This design comes from an exercise in tuning for a short achievable clock period and few clock cycles on the open sky130 flow, not from production work. In this exercise RTL edits were held to simulation tests only and were not proved equivalent to the original. No activity file was given, so power comes from the tool's default toggle rates.

==> exp/willow: inputs <==
==> flow/design.v <==
module top(
	input clk, reset, start,
	input [7:0] inFromOutside,
	input load_we,
	input [4:0] load_addr,
	input [7:0] load_data,
	output [7:0] AccOut, outToOutside,
	output OutWrite,
	output InAck,
	output Halted,
	output MemWrite,
	output [4:0] MemAddr,
	output [7:0] MemData
);
	reg [7:0] RAM [0:31];
	reg [7:0] IR0, IR1;	 
	reg [31:0] A0, A1;	 
	reg [31:0] P1;		 
	reg [7:0] acc;
	reg outw_r, memw_r, inack_r, halt_r;
	reg [7:0] out_r, md_r;
	reg [4:0] ma_r;
	function [31:0] onehot(input [4:0] x);
		onehot = 32'd1 << x;
	endfunction
	function [31:0] rot(input [31:0] x);
		rot = {x[30:0], x[31]};
	endfunction
	wire [31:0] P2 = rot(P1);
	wire [31:0] P3 = rot(P2);
	wire [31:0] A0n = rot(A0);
	wire [31:0] A1n = rot(A1);
	reg [7:0] op0, op1, mP2, mP3, mA0n, mA1n;
	integer i;
	always @(*) begin
		op0 = 8'd0; op1 = 8'd0; mP2 = 8'd0; mP3 = 8'd0; mA0n = 8'd0; mA1n = 8'd0;
		for (i = 0; i < 32; i = i + 1) begin
			op0  = op0  | (RAM[i] & {8{A0[i]}});
			op1  = op1  | (RAM[i] & {8{A1[i]}});
			mP2  = mP2  | (RAM[i] & {8{P2[i]}});
			mP3  = mP3  | (RAM[i] & {8{P3[i]}});
			mA0n = mA0n | (RAM[i] & {8{A0n[i]}});
			mA1n = mA1n | (RAM[i] & {8{A1n[i]}});
		end
	end
	wire ld0 = IR0[7:5] == 3'b000, ld1 = IR1[7:5] == 3'b000;
	wire st0 = IR0[7:5] == 3'b001, st1 = IR1[7:5] == 3'b001;
	wire ad0 = IR0[7:5] == 3'b010, ad1 = IR1[7:5] == 3'b010;
	wire sb0 = IR0[7:5] == 3'b011, sb1 = IR1[7:5] == 3'b011;
	wire an0 = IR0[7:5] == 3'b100, an1 = IR1[7:5] == 3'b100;
	wire jz0 = IR0[7:5] == 3'b101, jz1 = IR1[7:5] == 3'b101;
	wire jp0 = IR0[7:5] == 3'b110, jp1 = IR1[7:5] == 3'b110;
	wire in0 = IR0[7:3] == 5'b11100, in1 = IR1[7:3] == 5'b11100;
	wire ou0 = IR0[7:3] == 5'b11101, ou1 = IR1[7:3] == 5'b11101;
	wire ht0 = IR0[7:4] == 4'b1111, ht1 = IR1[7:4] == 4'b1111;
	wire accz = (acc == 8'd0);
	wire taken0 = (jz0 & accz) | (jp0 & ~accz);
	wire haz01 = st0 & |(A0 & P1);		 
	wire haz1 = st1 & |(A1 & (P2 | P3));	 
	wire pair = ~taken0 & ~ht0 & ~ht1 & ~in0 & ~(in1 & inack_r) &
	            ~(st0 & st1) & ~(ou0 & ou1) & ~haz01 & ~haz1;
	wire exec = start & ~ht0 & ~(in0 & inack_r);
	wire [7:0] acc1 =
		ld0 ? op0 :
		ad0 ? acc + op0 :
		sb0 ? acc - op0 :
		an0 ? (acc & op0) :
		in0 ? inFromOutside : acc;
	wire [7:0] sx = acc ^ op0;
	wire [7:0] so = acc | op0;
	wire addz = (sx ^ {so[6:0], 1'b0}) == 8'd0;
	wire z1 =
		ld0 ? (op0 == 8'd0) :
		ad0 ? addz :
		sb0 ? (acc == op0) :
		an0 ? ((acc & op0) == 8'd0) : accz;
	wire taken1 = (jz1 & z1) | (jp1 & ~z1);
	wire [7:0] op1f = (st0 & |(A0 & A1)) ? acc : op1;
	wire as0 = ad0 | sb0, as1 = ad1 | sb1;
	wire [7:0] x0 = sb0 ? ~op0 : op0;
	wire [7:0] x1 = sb1 ? ~op1f : op1f;
	wire [7:0] css = acc ^ x0 ^ x1;
	wire [7:0] csc = (acc & x0) | (acc & x1) | (x0 & x1);
	wire [7:0] add3 = css + {csc[6:0], sb0} + {7'd0, sb1};
	wire [7:0] acc2 =
		ld1 ? op1f :
		(as0 & as1) ? add3 :
		ad1 ? acc1 + op1f :
		sb1 ? acc1 - op1f :
		an1 ? (acc1 & op1f) :
		in1 ? inFromOutside : acc1;
	wire s1 = pair & st1;
	wire sany = st0 | s1;
	wire [31:0] waddr = s1 ? A1 : A0;
	wire [7:0] wdata = s1 ? acc1 : acc;
	wire [31:0] wmask = st0 ? A0 : 32'd0;
	wire t1 = pair & taken1;
	wire [31:0] accoh = onehot(acc[4:0]);
	wire hP1 = |(wmask & P1), hP2 = |(wmask & P2), hP3 = |(wmask & P3);
	wire hA1 = |(wmask & A1), hA1n = |(wmask & A1n);
	reg [7:0] n0, n1;
	reg [31:0] nP1, nA0, nA1;
	always @(*) begin
		if (taken0) begin
			n0 = op0; nA0 = onehot(op0[4:0]);
			n1 = mA0n; nA1 = onehot(mA0n[4:0]);
			nP1 = A0n;
		end else if (!pair) begin
			n0 = hP1 ? acc : IR1; nA0 = hP1 ? accoh : A1;
			n1 = hP2 ? acc : mP2; nA1 = hP2 ? accoh : onehot(mP2[4:0]);
			nP1 = P2;
		end else if (taken1) begin
			n0 = hA1 ? acc : op1; nA0 = hA1 ? accoh : onehot(op1[4:0]);
			n1 = hA1n ? acc : mA1n; nA1 = hA1n ? accoh : onehot(mA1n[4:0]);
			nP1 = A1n;
		end else begin
			n0 = hP2 ? acc : mP2; nA0 = hP2 ? accoh : onehot(mP2[4:0]);
			n1 = hP3 ? acc : mP3; nA1 = hP3 ? accoh : onehot(mP3[4:0]);
			nP1 = P3;
		end
	end
	wire wen = ~reset & (st0 | (exec & s1));
	integer j;
	always @(posedge clk)
		for (j = 0; j < 32; j = j + 1)
			if (load_we && load_addr == j) RAM[j] <= load_data;
			else if (wen && waddr[j]) RAM[j] <= wdata;
	wire [7:0] r0 = (load_we && load_addr == 5'd0) ? load_data : RAM[0];
	wire [7:0] r1 = (load_we && load_addr == 5'd1) ? load_data : RAM[1];
	always @(posedge clk)
		if (reset) begin
			IR0 <= r0; A0 <= onehot(r0[4:0]);
			IR1 <= r1; A1 <= onehot(r1[4:0]);
		end else if (exec) begin
			IR0 <= n0; A0 <= nA0;
			IR1 <= n1; A1 <= nA1;
		end
	always @(posedge clk, posedge reset)
		if (reset) begin
			P1 <= 32'd2;
			acc <= 8'd0;
			outw_r <= 1'b0; memw_r <= 1'b0; inack_r <= 1'b0; halt_r <= 1'b0;
			out_r <= 8'd0; md_r <= 8'd0; ma_r <= 5'd0;
		end else begin
			outw_r <= exec & (ou0 | (pair & ou1));
			out_r <= exec ? (ou0 ? acc : (pair & ou1) ? acc1 : 8'd0) : 8'd0;
			memw_r <= exec & sany;
			if (exec & sany) begin
				ma_r <= s1 ? IR1[4:0] : IR0[4:0];
				md_r <= wdata;
			end
			inack_r <= exec & (in0 | (pair & in1));
			if (exec) begin
				acc <= pair ? acc2 : acc1;
				P1 <= nP1;
			end
			halt_r <= halt_r | (start & ht0) | (exec & (n0[7:4] == 4'b1111));
		end
	assign AccOut = acc;
	assign outToOutside = out_r;
	assign OutWrite = outw_r;
	assign MemWrite = memw_r;
	assign MemAddr = ma_r;
	assign MemData = md_r;
	assign InAck = inack_r;
	assign Halted = halt_r;
endmodule
==> flow/run.sh <==
#!/bin/bash
# synth_recipe.tcl (not shown) runs the flow's synth.tcl, then flattens the netlist and writes it again
# the make line also repeats each setting of config.mk as NAME=value (left out here)
make -C /OpenROAD-flow-scripts/flow DESIGN_CONFIG=/design/flow/config.mk WORK_HOME=/design/flow/orfs CLKGATE_MAP_FILE= SYNTH_SCRIPT=/design/flow/synth_recipe.tcl finish
==> flow/config.mk <==
export PLATFORM = sky130hd
export DESIGN_NAME = top
export DESIGN_NICKNAME = top
export VERILOG_FILES = /design/flow/design.v
export SDC_FILE = /design/flow/constraint.sdc
export NUM_CORES = 4
export LEC_CHECK = 0
export CAP_MARGIN = 20
export CORE_MARGIN = 2
export CORE_UTILIZATION = 20
export PLACE_DENSITY = 0.35
export SETUP_SLACK_MARGIN = 5
export SLEW_MARGIN = 20
==> flow/constraint.sdc <==
create_clock -name core_clock -period 8.0 [get_ports {clk}]
set_input_delay 1.6000 -clock core_clock [delete_from_list [all_inputs] [get_ports {clk}]]
set_output_delay 1.6000 -clock core_clock [all_outputs]
set_load 0.01 [all_outputs]
==> inputs of exp/yarrow, as changes to exp/willow <==
--- a/flow/design.v
+++ b/flow/design.v
@@ -30,17 +30,19 @@
 	wire [31:0] P3 = rot(P2);
 	wire [31:0] A0n = rot(A0);
 	wire [31:0] A1n = rot(A1);
-	reg [7:0] op0, op1, mP2, mP3, mA0n, mA1n;
+	wire accz_e = (acc == 8'd0);
+	wire tk0 = (IR0[7:5] == 3'b101 & accz_e) | (IR0[7:5] == 3'b110 & ~accz_e);
+	wire [31:0] Jn = tk0 ? A0n : A1n;
+	reg [7:0] op0, op1, mP2, mP3, mJn;
 	integer i;
 	always @(*) begin
-		op0 = 8'd0; op1 = 8'd0; mP2 = 8'd0; mP3 = 8'd0; mA0n = 8'd0; mA1n = 8'd0;
+		op0 = 8'd0; op1 = 8'd0; mP2 = 8'd0; mP3 = 8'd0; mJn = 8'd0;
 		for (i = 0; i < 32; i = i + 1) begin
 			op0  = op0  | (RAM[i] & {8{A0[i]}});
 			op1  = op1  | (RAM[i] & {8{A1[i]}});
 			mP2  = mP2  | (RAM[i] & {8{P2[i]}});
 			mP3  = mP3  | (RAM[i] & {8{P3[i]}});
-			mA0n = mA0n | (RAM[i] & {8{A0n[i]}});
-			mA1n = mA1n | (RAM[i] & {8{A1n[i]}});
+			mJn  = mJn  | (RAM[i] & {8{Jn[i]}});
 		end
 	end
 	wire ld0 = IR0[7:5] == 3'b000, ld1 = IR1[7:5] == 3'b000;
@@ -82,11 +84,12 @@
 	wire [7:0] css = acc ^ x0 ^ x1;
 	wire [7:0] csc = (acc & x0) | (acc & x1) | (x0 & x1);
 	wire [7:0] add3 = css + {csc[6:0], sb0} + {7'd0, sb1};
+	wire [7:0] acc1s = ld0 ? op0 : an0 ? (acc & op0) : acc;
+	wire [7:0] sum1 = acc1s + op1f;
+	wire [7:0] dif1 = acc1s - op1f;
 	wire [7:0] acc2 =
 		ld1 ? op1f :
-		(as0 & as1) ? add3 :
-		ad1 ? acc1 + op1f :
-		sb1 ? acc1 - op1f :
+		as1 ? (as0 ? add3 : ad1 ? sum1 : dif1) :
 		an1 ? (acc1 & op1f) :
 		in1 ? inFromOutside : acc1;
 	wire s1 = pair & st1;
@@ -103,7 +106,7 @@
 	always @(*) begin
 		if (taken0) begin
 			n0 = op0; nA0 = onehot(op0[4:0]);
-			n1 = mA0n; nA1 = onehot(mA0n[4:0]);
+			n1 = mJn; nA1 = onehot(mJn[4:0]);
 			nP1 = A0n;
 		end else if (!pair) begin
 			n0 = hP1 ? acc : IR1; nA0 = hP1 ? accoh : A1;
@@ -111,7 +114,7 @@
 			nP1 = P2;
 		end else if (taken1) begin
 			n0 = hA1 ? acc : op1; nA0 = hA1 ? accoh : onehot(op1[4:0]);
-			n1 = hA1n ? acc : mA1n; nA1 = hA1n ? accoh : onehot(mA1n[4:0]);
+			n1 = hA1n ? acc : mJn; nA1 = hA1n ? accoh : onehot(mJn[4:0]);
 			nP1 = A1n;
 		end else begin
 			n0 = hP2 ? acc : mP2; nA0 = hP2 ? accoh : onehot(mP2[4:0]);
==> inputs of exp/umber, as changes to exp/willow <==
==> flow/design.v (replaced) <==
module top(
	input clk, reset, start,
	input [7:0] inFromOutside,
	input load_we,
	input [4:0] load_addr,
	input [7:0] load_data,
	output [7:0] AccOut, outToOutside,
	output OutWrite,
	output InAck,
	output Halted,
	output MemWrite,
	output [4:0] MemAddr,
	output [7:0] MemData
);
	reg [7:0] RAM [0:31];
	reg [7:0] IR;		 
	reg [4:0] PC;		 
	reg [7:0] acc;
	reg outw_r, memw_r, inack_r, halt_r;
	reg [7:0] out_r, md_r;
	reg [4:0] ma_r;
	wire [4:0] a = IR[4:0];
	wire [7:0] opnd = RAM[a];
	wire [7:0] imem = RAM[PC];
	wire is_load  = IR[7:5] == 3'b000;
	wire is_store = IR[7:5] == 3'b001;
	wire is_add   = IR[7:5] == 3'b010;
	wire is_sub   = IR[7:5] == 3'b011;
	wire is_and   = IR[7:5] == 3'b100;
	wire is_jz    = IR[7:5] == 3'b101;
	wire is_jpos  = IR[7:5] == 3'b110;
	wire is_in    = IR[7:3] == 5'b11100;
	wire is_out   = IR[7:3] == 5'b11101;
	wire is_halt  = IR[7:4] == 4'b1111;
	wire accz = (acc == 8'd0);
	wire taken = (is_jz & accz) | (is_jpos & ~accz);
	wire exec = start & ~is_halt & ~(is_in & inack_r);
	wire fwd = is_store & (a == PC);
	wire [7:0] ir_next = taken ? opnd : (fwd ? acc : imem);
	wire [4:0] pc_next = (taken ? a : PC) + 5'd1;
	wire next_halt = ir_next[7:4] == 4'b1111;
	reg [7:0] acc_next;
	always @(*) begin
		case (1'b1)
			is_load: acc_next = opnd;
			is_add:  acc_next = acc + opnd;
			is_sub:  acc_next = acc - opnd;
			is_and:  acc_next = acc & opnd;
			is_in:   acc_next = inFromOutside;
			default: acc_next = acc;
		endcase
	end
	always @(posedge clk)
		if (load_we) RAM[load_addr] <= load_data;
		else if (!reset && is_store) RAM[a] <= acc;
	always @(posedge clk)
		if (reset) IR <= (load_we && load_addr == 5'd0) ? load_data : RAM[0];
		else if (exec) IR <= ir_next;
	always @(posedge clk, posedge reset)
		if (reset) begin
			PC <= 5'd1;
			acc <= 8'd0;
			outw_r <= 1'b0; memw_r <= 1'b0; inack_r <= 1'b0; halt_r <= 1'b0;
			out_r <= 8'd0; md_r <= 8'd0; ma_r <= 5'd0;
		end else begin
			outw_r <= exec & is_out;
			out_r <= (exec & is_out) ? acc : 8'd0;
			memw_r <= exec & is_store;
			if (exec & is_store) begin
				ma_r <= a;
				md_r <= acc;
			end
			inack_r <= exec & is_in;
			if (exec) begin
				acc <= acc_next;
				PC <= pc_next;
			end
			halt_r <= halt_r | (start & is_halt) | (exec & next_halt);
		end
	assign AccOut = acc;
	assign outToOutside = out_r;
	assign OutWrite = outw_r;
	assign MemWrite = memw_r;
	assign MemAddr = ma_r;
	assign MemData = md_r;
	assign InAck = inack_r;
	assign Halted = halt_r;
endmodule
ABC_CLOCK_PERIOD_IN_PS = 2000   (was unset)
CORE_UTILIZATION = 40   (was 20)
PLACE_DENSITY = unset   (was 0.35)
TNS_END_PERCENT = 100   (was unset)
==> results.txt <==
The highest first-iteration DRC count belongs to exp/yarrow, the lowest to exp/umber. The lowest global-route usage belongs to exp/umber, the highest to exp/yarrow. The lowest register-to-register slack belongs to exp/yarrow, the highest to exp/umber. Clock power: exp/umber is smaller than exp/yarrow (37%). Clock skew: exp/umber < exp/willow < exp/yarrow. The lowest sequential power belongs to exp/umber, the highest to exp/yarrow. The lowest area after synthesis belongs to exp/umber, the highest to exp/yarrow. Die area: exp/umber < exp/willow < exp/yarrow.
Testbench counts of exp/willow, summed over its fixed seeds: cycles 6,183.
Testbench counts of exp/yarrow, summed over its fixed seeds: cycles 6,183.
Testbench counts of exp/umber, summed over its fixed seeds: cycles 10,676.

[separate check: timing with driven ports]
The results above use ideal ports. As a check the final layouts listed here were re-extracted and re-timed, cells and wires unchanged. Step 1 (the two cells are an assumption about what drives the block):
set clk [get_ports {clk}]
set_driving_cell -lib_cell sky130_fd_sc_hd__clkbuf_16 $clk
set_driving_cell -lib_cell sky130_fd_sc_hd__buf_2 [delete_from_list [all_inputs] $clk]
Step 2 moves the port delays by t, midway between the first and last clock arrival at a register: inputs arrive t later, outputs are due t later. That takes back most of the time a late clock gives input paths. a / b / c = ideal / step 1 / step 2; a / b = the first two.
| run | shift t [ns] | setup slack, ns | latest minus earliest clock arrival (ns) | worst data-port slew with drivers (ns) |
|---|---|---|---|---|
| exp/willow | 0.787 | 2.867 / 2.867 / 2.723 | 0.069 / 0.068 | 0.07 |
| exp/yarrow | 0.840 | 2.659 / 2.659 / 2.190 | 0.106 / 0.105 | 0.06 |
| exp/umber | 0.591 | 4.246 / 4.246 / 4.246 | 0.019 / 0.019 | 0.09 |
After both steps setup and hold are still met in every run listed. The setup slack of exp/yarrow, which loses most, moves by 0.000 ns with the drivers and by -0.469 ns with both steps.
